Background: an optimization exercise with open tools, aiming at small area and a short achievable clock period. Do not read the settings as production practice. In this exercise RTL edits were held to simulation tests only and were not proved equivalent to the original. Power is estimated from default activity; no workload was simulated.

==> inputs of wip/maple <==
==> flow/design.v (excerpt) <==
module RV32I(output [31:0] Result, output [31:0] Result2, input clk, rst, input test, input [7:0] test_addr,
             output zero, overload,
             input [31:0] instr, output [31:0] pc);
export LEC_CHECK = 0
export CAP_MARGIN = 20
export CORE_MARGIN = 2
export CORE_UTILIZATION = 40
export CTS_CLUSTER_DIAMETER = 100
export CTS_CLUSTER_SIZE = 25
export SLEW_MARGIN = 20
export SYNTH_HIERARCHICAL = 1
create_clock -name core_clock -period 22.0 [get_ports {clk}]
standard.sh (not shown) runs the stock make flow with config.mk's settings and CLKGATE_MAP_FILE= SYNTH_SCRIPT=/design/flow/synth_recipe.tcl, a recipe that flattens the netlist after the stock synthesis.
==> flow/flow/run.sh <==
#!/bin/bash
# Own layout flow: the standard layout (standard.sh, standard synthesis) with
#  - timing repair aiming at 10 ns of setup slack instead of 0, on the worst path only (the clock period and
#    the constraints are unchanged; this only makes repair_timing work harder),
#  - buf_4 port buffers and cell resizing across footprints,
#  - a clock tree without dummy loads.
# Each tool's full output stays in orfs/logs (per step); make's own output goes to make.log.
set -euo pipefail
bash standard.sh \
  SETUP_SLACK_MARGIN=10 TNS_END_PERCENT=0 \
  MATCH_CELL_FOOTPRINT=0 \
  "BUFFER_PORTS_ARGS=-buffer_cell sky130_fd_sc_hd__buf_4" \
  "CTS_ARGS=-sink_clustering_enable -repair_clock_nets -dont_use_dummy_load -sink_clustering_size 25 -sink_clustering_max_diameter 100" \
  finish > make.log 2>&1
==> wip/nickel: changes against wip/maple <==
--- a/flow/design.v
+++ b/flow/design.v
@@ -35,16 +35,19 @@
     assign y = ~((a0 & b0) | (a1 & b1) | (a2 & b2));
 endmodule
 module g_o21ai(output y, input a1, a2, b1);
     assign y = ~((a1 | a2) & b1);
 endmodule
 module g_and2(output y, input a, b);
     assign y = a & b;
 endmodule
+module g_a22o(output y, input a1, a2, b1, b2);
+    assign y = (a1 & a2) | (b1 & b2);
+endmodule
 module rd64(output y, input [63:0] s, input [63:0] d);
     wire [21:0] t;       
     genvar k;
     generate
         for (k = 0; k < 21; k = k + 1) begin : l1
             g_aoi222 u(t[k], s[3*k], d[3*k], s[3*k+1], d[3*k+1], s[3*k+2], d[3*k+2]);
         end
     endgenerate
@@ -121,40 +124,42 @@
 endmodule
 module register_file(output [31:0] RD1n, RD2n,
                      input clk, rst, WE,
                      input [4:0] A1, A2, A3,
                      input [31:0] WD3);
     reg [31*32-1:0] r;    
     reg [31:1] v;
     wire [31:0] wsel = (32'd1 << A3) & {{31{WE}}, 1'b0};
-    wire [31:1] s1, s2, s1h, s2h;
+    wire [31:1] s1, s2;
     rdec d1(s1, A1, v);
     rdec d2(s2, A2, v);
-    rdec d1h(s1h, A1, v);
-    rdec d2h(s2h, A2, v);
     genvar g, b;
     generate
         for (g = 1; g < 32; g = g + 1) begin : regs
+            wire h = v[g] & ~wsel[g];
+            wire [31:0] d;
+            for (b = 0; b < 32; b = b + 1) begin : bb
+                g_a22o u(d[b], r[(g-1)*32 + b], h, WD3[b], wsel[g]);
+            end
             always @(posedge clk)
-                if (wsel[g])
-                    r[(g-1)*32 +: 32] <= WD3;
+                r[(g-1)*32 +: 32] <= d;
             always @(posedge clk or posedge rst)
                 if (rst)
                     v[g] <= 1'b0;
                 else if (wsel[g])
                     v[g] <= 1'b1;
         end
         for (b = 0; b < 32; b = b + 1) begin : bits
             wire [31:1] col;
             for (g = 1; g < 32; g = g + 1) begin : c
                 assign col[g] = r[(g-1)*32 + b];
             end
-            rd31n p1(RD1n[b], (b < 16) ? s1 : s1h, col);
-            rd31n p2(RD2n[b], (b < 16) ? s2 : s2h, col);
+            rd31n p1(RD1n[b], s1, col);
+            rd31n p2(RD2n[b], s2, col);
         end
     endgenerate
 endmodule
 module rdec(output [31:1] s, input [4:0] A, input [31:1] v);
     wire [4:0] An;
     wire [3:0] pa;       
     wire [7:0] pb;       
     genvar i;
@@ -192,17 +197,17 @@
             g_xor2  ux(xr[k], RS2N[k], SUB);
             g_mux2i ub(bx[k], immxn[k], xr[k], SELB);
         end
     endgenerate
     wire [31:0] p, tn, gn;        
     wire c31, c32;
     ksadd u_add(.S(SUM), .P(p), .TN(tn), .GN(gn), .C31(c31), .C32(c32), .A(A), .B(bx), .CIN(SUB));
     wire ovf = c31 ^ c32;
-    wire lt  = SUM[31] ^ ovf;
+    wire lt  = p[31] ^ c32;
     wire ltu = ~c32;
     wire [4:0] sh = bx[4:0];
     wire [31:0] arev, srev;
     wire [31:0] sin = F_SLL ? arev : A;
     wire [31:0] sr = $signed({F_SR & F_ARITH & A[31], sin}) >>> sh;
     generate
         for (k = 0; k < 32; k = k + 1) begin : rev
             assign arev[k] = A[31-k];
@@ -324,81 +329,88 @@
                    input [5:0] WA,
                    input [31:0] WD,
                    input [7:0] SA,
                    input [15:0] SB);
     reg [64*32-1:0] m;
     reg [63:0] v;
     wire [63:0] wsel = (64'd1 << WA) & {64{WE}};
     wire [31:0] wd = WD & {{8{LE[3]}}, {8{LE[2]}}, {8{LE[1]}}, {8{LE[0]}}};
-    wire [63:0] rs, rs1;
+    wire [63:0] rs;
     genvar g, l, b;
     generate
         for (g = 0; g < 64; g = g + 1) begin : words
             for (l = 0; l < 4; l = l + 1) begin : lanes
+                wire e = wsel[g] & (LE[l] | ~v[g]);
+                wire h = v[g] & ~e;
+                wire [7:0] d;
+                for (b = 0; b < 8; b = b + 1) begin : bb
+                    g_a22o u(d[b], m[g*32 + l*8 + b], h, wd[l*8 + b], e);
+                end
                 always @(posedge clk)
-                    if (wsel[g] & (LE[l] | ~v[g]))
-                        m[g*32 + l*8 +: 8] <= wd[l*8 +: 8];
+                    m[g*32 + l*8 +: 8] <= d;
             end
             always @(posedge clk or posedge rst)
                 if (rst)
                     v[g] <= 1'b0;
                 else if (wsel[g])
                     v[g] <= 1'b1;
         end
         for (g = 0; g < 64; g = g + 1) begin : sel
-            wire rsn0, rsn1;
+            wire rsn0;
             g_nand3 u0(rsn0, SA[g % 8], SB[g / 4], v[g]);
             g_inv   d0(rs[g], rsn0);
-            g_nand3 u1(rsn1, SA[g % 8], SB[g / 4], v[g]);
-            g_inv   d1(rs1[g], rsn1);
         end
         for (b = 0; b < 32; b = b + 1) begin : bits
             wire [63:0] col;
             for (g = 0; g < 64; g = g + 1) begin : c
                 assign col[g] = m[g*32 + b];
             end
-            rd64 p(RD[b], (b < 16) ? rs : rs1, col);
+            rd64 p(RD[b], rs, col);
         end
     endgenerate
 endmodule
-module wbmux(output [31:0] Y,
+module wbmux(output [31:0] Y, YI,       
              input [31:0] W, ALU, OTH,
              input L0, L1, L2, L3, H1, H3, LW,
              input Q7, Q15B, Q15, Q23, Q31B, Q31,
              input SA, SO);
-    wire x0, x1, x2, x3, ext8n, ext16n;
+    wire x0, x1, x2, x3, ext8n, ext16n, ext16m;
     g_a22oi s0(x0, Q7, W[7], Q15B, W[15]);
     g_a22oi s1(x1, Q23, W[23], Q31B, W[31]);
     g_and2  s2(ext8n, x0, x1);
     g_a22oi s3(x2, Q7, W[7], Q15, W[15]);
     g_a22oi s4(x3, Q23, W[23], Q31, W[31]);
-    g_and2  s5(ext16n, x2, x3);
+    g_and2  s5(ext16n, x2, x3);           
+    g_and2  s6(ext16m, x2, x3);           
     wire [31:0] ta, to;
     genvar j;
     generate
         for (j = 0; j < 32; j = j + 1) begin : bt
             g_nand2 ua(ta[j], SA, ALU[j]);         
             g_nand2 uo(to[j], SO, OTH[j]);
         end
         for (j = 0; j < 8; j = j + 1) begin : b0
             wire t0, t1;
             g_a22oi  u0(t0, L0, W[j], L1, W[j+8]);
             g_a22oi  u1(t1, L2, W[j+16], L3, W[j+24]);
             g_nand4  u2(Y[j], t0, t1, to[j], ta[j]);
+            g_nand4  u3(YI[j], t0, t1, to[j], ta[j]);
         end
         for (j = 8; j < 16; j = j + 1) begin : b1
             wire t0;
             g_a22oi  u0(t0, H1, W[j], H3, W[j+16]);
             g_nand4  u2(Y[j], t0, ext8n, to[j], ta[j]);
+            g_nand4  u3(YI[j], t0, ext8n, to[j], ta[j]);
         end
         for (j = 16; j < 32; j = j + 1) begin : b2
             wire t0;
             g_nand2  u0(t0, LW, W[j]);
-            g_nand4  u2(Y[j], t0, ext16n, to[j], ta[j]);
+            g_nand4  u2(Y[j], t0, (j < 24) ? ext16n : ext16m, to[j], ta[j]);
+            g_nand4  u3(YI[j], t0, (j < 24) ? ext16n : ext16m, to[j], ta[j]);
         end
     endgenerate
 endmodule
 module RV32I(output [31:0] Result, output [31:0] Result2, input clk, rst, input test, input [7:0] test_addr,
              output zero, overload,
              input [31:0] instr, output [31:0] pc);
     wire [6:0] op = instr[6:0];
     wire [2:0] f3 = instr[14:12];
@@ -504,30 +516,25 @@
     wire q15b = isb & sgn & ~a1 & a0;
     wire q23  = isb & sgn & a1 & ~a0;
     wire q31b = isb & sgn & a1 & a0;
     wire q15  = q15b | (ish & sgn & ~a1);
     wire q31  = q31b | (ish & sgn & a1);
     wire r2_ld  = test | isL;
     wire r2_alu = ~test & wb_alu;
     wire r2_hld = ~test & ~isL & ~wb_alu;
-    wbmux u_wb1(.Y(Result), .W(word), .ALU(alu_y), .OTH(pc4),
-                .L0(isL & sel0), .L1(isL & sel1), .L2(isL & sel2), .L3(isL & sel3),
-                .H1(isL & hi1), .H3(isL & hi3), .LW(isL & isw),
-                .Q7(isL & q7), .Q15B(isL & q15b), .Q15(isL & q15), .Q23(isL & q23),
-                .Q31B(isL & q31b), .Q31(isL & q31),
-                .SA(wb_alu), .SO(wb_pc4));
-    wire [31:0] wb;
-    wbmux u_wb3(.Y(wb), .W(word), .ALU(alu_y), .OTH(pc4),
+    wire [31:0] wb;      
+    wbmux u_wb1(.Y(Result), .YI(wb), .W(word), .ALU(alu_y), .OTH(pc4),
                 .L0(isL & sel0), .L1(isL & sel1), .L2(isL & sel2), .L3(isL & sel3),
                 .H1(isL & hi1), .H3(isL & hi3), .LW(isL & isw),
                 .Q7(isL & q7), .Q15B(isL & q15b), .Q15(isL & q15), .Q23(isL & q23),
                 .Q31B(isL & q31b), .Q31(isL & q31),
                 .SA(wb_alu), .SO(wb_pc4));
-    wbmux u_wb2(.Y(Result2), .W(word), .ALU(alu_y), .OTH(hold2),
+    wire [31:0] r2_unused;
+    wbmux u_wb2(.Y(Result2), .YI(r2_unused), .W(word), .ALU(alu_y), .OTH(hold2),
                 .L0(r2_ld & sel0), .L1(r2_ld & sel1), .L2(r2_ld & sel2), .L3(r2_ld & sel3),
                 .H1(r2_ld & hi1), .H3(r2_ld & hi3), .LW(r2_ld & isw),
                 .Q7(r2_ld & q7), .Q15B(r2_ld & q15b), .Q15(r2_ld & q15), .Q23(r2_ld & q23),
                 .Q31B(r2_ld & q31b), .Q31(r2_ld & q31),
                 .SA(r2_alu), .SO(r2_hld));
     register_file u_rf(.RD1n(rs1n), .RD2n(rs2n), .clk(clk), .rst(rst), .WE(reg_wr & ~test),
                        .A1(ra1), .A2(ra2), .A3(rd), .WD3(wb));
     always @(posedge clk or posedge rst) begin
==> flow/flow/run.sh (replaced) <==
#!/bin/bash
# Own layout flow: the standard layout (standard.sh, standard synthesis) with
#  - timing repair aiming at 10 ns of setup slack instead of 0, on the worst path only
#    (the clock period and the constraints are unchanged; this only makes
#    repair_timing work harder),
#  - buffers from synthesis removed at floorplan (instead of a first timing repair),
#  - buf_4 port buffers and cell resizing across footprints,
#  - a clock tree of clkbuf_8 cells without dummy loads.
# Each tool's full output stays in orfs/logs (per step); make's own output goes to make.log.
set -euo pipefail
bash standard.sh \
  SETUP_SLACK_MARGIN=10 TNS_END_PERCENT=0 REMOVE_ABC_BUFFERS=1 \
  MATCH_CELL_FOOTPRINT=0 \
  "BUFFER_PORTS_ARGS=-buffer_cell sky130_fd_sc_hd__buf_4" \
  "CTS_ARGS=-sink_clustering_enable -repair_clock_nets -dont_use_dummy_load -sink_clustering_size 16 -sink_clustering_max_diameter 60 -buf_list sky130_fd_sc_hd__clkbuf_8" \
  finish > make.log 2>&1
==> flow/config.mk (replaced) <==
export PLATFORM = sky130hd
export DESIGN_NAME = RV32I
export DESIGN_NICKNAME = RV32I
export VERILOG_FILES = /design/flow/design.v
export SDC_FILE = /design/flow/constraint.sdc
export NUM_CORES = 8
export LEC_CHECK = 0
export CAP_MARGIN = 20
export CORE_MARGIN = 2
export CORE_UTILIZATION = 40
export CTS_BUF_LIST = sky130_fd_sc_hd__clkbuf_8
export CTS_CLUSTER_DIAMETER = 60
export CTS_CLUSTER_SIZE = 16
export SLEW_MARGIN = 20
export SYNTH_HIERARCHICAL = 1
==> wip/indigo: changes against wip/maple <==
--- a/flow/design.v
+++ b/flow/design.v
@@ -121,21 +121,19 @@
 endmodule
 module register_file(output [31:0] RD1n, RD2n,
                      input clk, rst, WE,
                      input [4:0] A1, A2, A3,
                      input [31:0] WD3);
     reg [31*32-1:0] r;    
     reg [31:1] v;
     wire [31:0] wsel = (32'd1 << A3) & {{31{WE}}, 1'b0};
-    wire [31:1] s1, s2, s1h, s2h;
+    wire [31:1] s1, s2;
     rdec d1(s1, A1, v);
     rdec d2(s2, A2, v);
-    rdec d1h(s1h, A1, v);
-    rdec d2h(s2h, A2, v);
     genvar g, b;
     generate
         for (g = 1; g < 32; g = g + 1) begin : regs
             always @(posedge clk)
                 if (wsel[g])
                     r[(g-1)*32 +: 32] <= WD3;
             always @(posedge clk or posedge rst)
                 if (rst)
@@ -143,18 +141,18 @@
                 else if (wsel[g])
                     v[g] <= 1'b1;
         end
         for (b = 0; b < 32; b = b + 1) begin : bits
             wire [31:1] col;
             for (g = 1; g < 32; g = g + 1) begin : c
                 assign col[g] = r[(g-1)*32 + b];
             end
-            rd31n p1(RD1n[b], (b < 16) ? s1 : s1h, col);
-            rd31n p2(RD2n[b], (b < 16) ? s2 : s2h, col);
+            rd31n p1(RD1n[b], s1, col);
+            rd31n p2(RD2n[b], s2, col);
         end
     endgenerate
 endmodule
 module rdec(output [31:1] s, input [4:0] A, input [31:1] v);
     wire [4:0] An;
     wire [3:0] pa;       
     wire [7:0] pb;       
     genvar i;
@@ -192,17 +190,17 @@
             g_xor2  ux(xr[k], RS2N[k], SUB);
             g_mux2i ub(bx[k], immxn[k], xr[k], SELB);
         end
     endgenerate
     wire [31:0] p, tn, gn;        
     wire c31, c32;
     ksadd u_add(.S(SUM), .P(p), .TN(tn), .GN(gn), .C31(c31), .C32(c32), .A(A), .B(bx), .CIN(SUB));
     wire ovf = c31 ^ c32;
-    wire lt  = SUM[31] ^ ovf;
+    wire lt  = p[31] ^ c32;
     wire ltu = ~c32;
     wire [4:0] sh = bx[4:0];
     wire [31:0] arev, srev;
     wire [31:0] sin = F_SLL ? arev : A;
     wire [31:0] sr = $signed({F_SR & F_ARITH & A[31], sin}) >>> sh;
     generate
         for (k = 0; k < 32; k = k + 1) begin : rev
             assign arev[k] = A[31-k];
@@ -324,81 +322,83 @@
                    input [5:0] WA,
                    input [31:0] WD,
                    input [7:0] SA,
                    input [15:0] SB);
     reg [64*32-1:0] m;
     reg [63:0] v;
     wire [63:0] wsel = (64'd1 << WA) & {64{WE}};
     wire [31:0] wd = WD & {{8{LE[3]}}, {8{LE[2]}}, {8{LE[1]}}, {8{LE[0]}}};
-    wire [63:0] rs, rs1;
+    wire [63:0] rs;
     genvar g, l, b;
     generate
         for (g = 0; g < 64; g = g + 1) begin : words
             for (l = 0; l < 4; l = l + 1) begin : lanes
                 always @(posedge clk)
                     if (wsel[g] & (LE[l] | ~v[g]))
                         m[g*32 + l*8 +: 8] <= wd[l*8 +: 8];
             end
             always @(posedge clk or posedge rst)
                 if (rst)
                     v[g] <= 1'b0;
                 else if (wsel[g])
                     v[g] <= 1'b1;
         end
         for (g = 0; g < 64; g = g + 1) begin : sel
-            wire rsn0, rsn1;
+            wire rsn0;
             g_nand3 u0(rsn0, SA[g % 8], SB[g / 4], v[g]);
             g_inv   d0(rs[g], rsn0);
-            g_nand3 u1(rsn1, SA[g % 8], SB[g / 4], v[g]);
-            g_inv   d1(rs1[g], rsn1);
         end
         for (b = 0; b < 32; b = b + 1) begin : bits
             wire [63:0] col;
             for (g = 0; g < 64; g = g + 1) begin : c
                 assign col[g] = m[g*32 + b];
             end
-            rd64 p(RD[b], (b < 16) ? rs : rs1, col);
+            rd64 p(RD[b], rs, col);
         end
     endgenerate
 endmodule
-module wbmux(output [31:0] Y,
+module wbmux(output [31:0] Y, YI,       
              input [31:0] W, ALU, OTH,
              input L0, L1, L2, L3, H1, H3, LW,
              input Q7, Q15B, Q15, Q23, Q31B, Q31,
              input SA, SO);
-    wire x0, x1, x2, x3, ext8n, ext16n;
+    wire x0, x1, x2, x3, ext8n, ext16n, ext16m;
     g_a22oi s0(x0, Q7, W[7], Q15B, W[15]);
     g_a22oi s1(x1, Q23, W[23], Q31B, W[31]);
     g_and2  s2(ext8n, x0, x1);
     g_a22oi s3(x2, Q7, W[7], Q15, W[15]);
     g_a22oi s4(x3, Q23, W[23], Q31, W[31]);
-    g_and2  s5(ext16n, x2, x3);
+    g_and2  s5(ext16n, x2, x3);           
+    g_and2  s6(ext16m, x2, x3);           
     wire [31:0] ta, to;
     genvar j;
     generate
         for (j = 0; j < 32; j = j + 1) begin : bt
             g_nand2 ua(ta[j], SA, ALU[j]);         
             g_nand2 uo(to[j], SO, OTH[j]);
         end
         for (j = 0; j < 8; j = j + 1) begin : b0
             wire t0, t1;
             g_a22oi  u0(t0, L0, W[j], L1, W[j+8]);
             g_a22oi  u1(t1, L2, W[j+16], L3, W[j+24]);
             g_nand4  u2(Y[j], t0, t1, to[j], ta[j]);
+            g_nand4  u3(YI[j], t0, t1, to[j], ta[j]);
         end
         for (j = 8; j < 16; j = j + 1) begin : b1
             wire t0;
             g_a22oi  u0(t0, H1, W[j], H3, W[j+16]);
             g_nand4  u2(Y[j], t0, ext8n, to[j], ta[j]);
+            g_nand4  u3(YI[j], t0, ext8n, to[j], ta[j]);
         end
         for (j = 16; j < 32; j = j + 1) begin : b2
             wire t0;
             g_nand2  u0(t0, LW, W[j]);
-            g_nand4  u2(Y[j], t0, ext16n, to[j], ta[j]);
+            g_nand4  u2(Y[j], t0, (j < 24) ? ext16n : ext16m, to[j], ta[j]);
+            g_nand4  u3(YI[j], t0, (j < 24) ? ext16n : ext16m, to[j], ta[j]);
         end
     endgenerate
 endmodule
 module RV32I(output [31:0] Result, output [31:0] Result2, input clk, rst, input test, input [7:0] test_addr,
              output zero, overload,
              input [31:0] instr, output [31:0] pc);
     wire [6:0] op = instr[6:0];
     wire [2:0] f3 = instr[14:12];
@@ -504,30 +504,25 @@
     wire q15b = isb & sgn & ~a1 & a0;
     wire q23  = isb & sgn & a1 & ~a0;
     wire q31b = isb & sgn & a1 & a0;
     wire q15  = q15b | (ish & sgn & ~a1);
     wire q31  = q31b | (ish & sgn & a1);
     wire r2_ld  = test | isL;
     wire r2_alu = ~test & wb_alu;
     wire r2_hld = ~test & ~isL & ~wb_alu;
-    wbmux u_wb1(.Y(Result), .W(word), .ALU(alu_y), .OTH(pc4),
+    wire [31:0] wb;      
+    wbmux u_wb1(.Y(Result), .YI(wb), .W(word), .ALU(alu_y), .OTH(pc4),
                 .L0(isL & sel0), .L1(isL & sel1), .L2(isL & sel2), .L3(isL & sel3),
                 .H1(isL & hi1), .H3(isL & hi3), .LW(isL & isw),
                 .Q7(isL & q7), .Q15B(isL & q15b), .Q15(isL & q15), .Q23(isL & q23),
                 .Q31B(isL & q31b), .Q31(isL & q31),
                 .SA(wb_alu), .SO(wb_pc4));
-    wire [31:0] wb;
-    wbmux u_wb3(.Y(wb), .W(word), .ALU(alu_y), .OTH(pc4),
-                .L0(isL & sel0), .L1(isL & sel1), .L2(isL & sel2), .L3(isL & sel3),
-                .H1(isL & hi1), .H3(isL & hi3), .LW(isL & isw),
-                .Q7(isL & q7), .Q15B(isL & q15b), .Q15(isL & q15), .Q23(isL & q23),
-                .Q31B(isL & q31b), .Q31(isL & q31),
-                .SA(wb_alu), .SO(wb_pc4));
-    wbmux u_wb2(.Y(Result2), .W(word), .ALU(alu_y), .OTH(hold2),
+    wire [31:0] r2_unused;
+    wbmux u_wb2(.Y(Result2), .YI(r2_unused), .W(word), .ALU(alu_y), .OTH(hold2),
                 .L0(r2_ld & sel0), .L1(r2_ld & sel1), .L2(r2_ld & sel2), .L3(r2_ld & sel3),
                 .H1(r2_ld & hi1), .H3(r2_ld & hi3), .LW(r2_ld & isw),
                 .Q7(r2_ld & q7), .Q15B(r2_ld & q15b), .Q15(r2_ld & q15), .Q23(r2_ld & q23),
                 .Q31B(r2_ld & q31b), .Q31(r2_ld & q31),
                 .SA(r2_alu), .SO(r2_hld));
     register_file u_rf(.RD1n(rs1n), .RD2n(rs2n), .clk(clk), .rst(rst), .WE(reg_wr & ~test),
                        .A1(ra1), .A2(ra2), .A3(rd), .WD3(wb));
     always @(posedge clk or posedge rst) begin
==> flow/flow/run.sh (replaced) <==
#!/bin/bash
# Own layout flow: the standard layout (standard.sh, standard synthesis) with
#  - timing repair aiming at 10 ns of setup slack instead of 0, on the worst path only
#    (the clock period and the constraints are unchanged; this only makes
#    repair_timing work harder),
#  - buf_4 port buffers and cell resizing across footprints,
#  - a clock tree without dummy loads.
# Each tool's full output stays in orfs/logs (per step); make's own output goes to make.log.
set -euo pipefail
bash standard.sh \
  SETUP_SLACK_MARGIN=10 TNS_END_PERCENT=0 \
  MATCH_CELL_FOOTPRINT=0 \
  "BUFFER_PORTS_ARGS=-buffer_cell sky130_fd_sc_hd__buf_4" \
  "CTS_ARGS=-sink_clustering_enable -repair_clock_nets -dont_use_dummy_load -sink_clustering_size 20 -sink_clustering_max_diameter 80" \
  finish > make.log 2>&1
==> flow/config.mk (replaced) <==
export PLATFORM = sky130hd
export DESIGN_NAME = RV32I
export DESIGN_NICKNAME = RV32I
export VERILOG_FILES = /design/flow/design.v
export SDC_FILE = /design/flow/constraint.sdc
export NUM_CORES = 8
export LEC_CHECK = 0
export CAP_MARGIN = 20
export CORE_MARGIN = 2
export CORE_UTILIZATION = 50
export CTS_CLUSTER_DIAMETER = 80
export CTS_CLUSTER_SIZE = 20
export SLEW_MARGIN = 20
export SYNTH_HIERARCHICAL = 1
==> qor summary <==
| metric | wip/maple | wip/indigo | wip/nickel |
|---|---|---|---|
| Sequential fraction of design power | 61.1% | 60.3% | 59.7% |
| Delay contributed by the slowest stage of the critical path | 0.55 ns | 0.55 ns | 0.60 ns |
| Relative contribution of the clock network to total power | 28.3% | 30.7% | 29.9% |
| Buf+Inv Stages, Crit Path | 9 | 8 | 11 |
| Footprint of the multi-input gates | 41900 um^2 | 40280 um^2 | 69090 um^2 |
| Pre-CTS WS | 4.821 ns | 4.673 ns | 4.652 ns |
| Logic pwr share | 10.6% | 9.1% | 10.5% |
| Worst-case hold path end point | hold2[0] | hold2[27] | u_dmem.m[426] |
| Clk_skew | 0.1274 ns | 0.1336 ns | 0.1609 ns |
| Mean instance size in the synthesized netlist | 15.10 um^2 | 15.50 um^2 | 10.98 um^2 |
| Cell total after placement | 13910 | 12640 | 16760 |
| Most common library cell in the layout ignoring fill and taps | sky130_fd_sc_hd__edfxtp_1 | sky130_fd_sc_hd__edfxtp_1 | sky130_fd_sc_hd__a22o_1 |
| Placeable Area | 340100 um^2 | 267900 um^2 | 333400 um^2 |
| Flop2flop setup slack | 14.54 ns | 15.11 ns | 14.51 ns |
| Final std cell area, no fill | 158100 um^2 | 153700 um^2 | 150200 um^2 |
| Status | finished clean | finished clean | finished clean |
| Y dimension of the die | 588.8 um | 523.2 um | 582.9 um |
| Worst Reg2Reg Path Length in Cells | 25 | 26 | 21 |
| Global-route total usage across every layer | 29.52% | 36.98% | 36.08% |

-- port drivers added, routing unchanged --
How much do the figures lean on ideal ports? The routed layouts below were timed once more, with nothing changed but the port constraints.
Step 1, drivers: a clkbuf_16 drives clk and a buf_2 each remaining input, both assumed.
Step 2 adds t to the input delays and takes it off the output delays; t is the mean of the earliest and latest rising clock arrival at the registers after step 1. Input paths then give back, and output paths get back, about the clock's delay inside the block.
Three values: no drivers, after step 1, after step 2; two values: the first two.
run	shift t [ns]	setup slack, ns	slew at the worst register clock pin (ns)	worst slew at a driven data input, ns	cell pins on the clock port's net
wip/maple	0.952	6.726 / 6.662 / 6.662	0.11 / 0.11	0.27	1
wip/nickel	1.183	6.883 / 6.769 / 6.769	0.12 / 0.12	0.42	1
wip/indigo	0.960	7.020 / 6.902 / 6.902	0.09 / 0.09	0.22	1
After both steps setup and hold are still met in every run listed. For wip/indigo, which loses most, drivers alone change the setup slack by -0.118 ns; drivers and shift together by -0.118 ns.
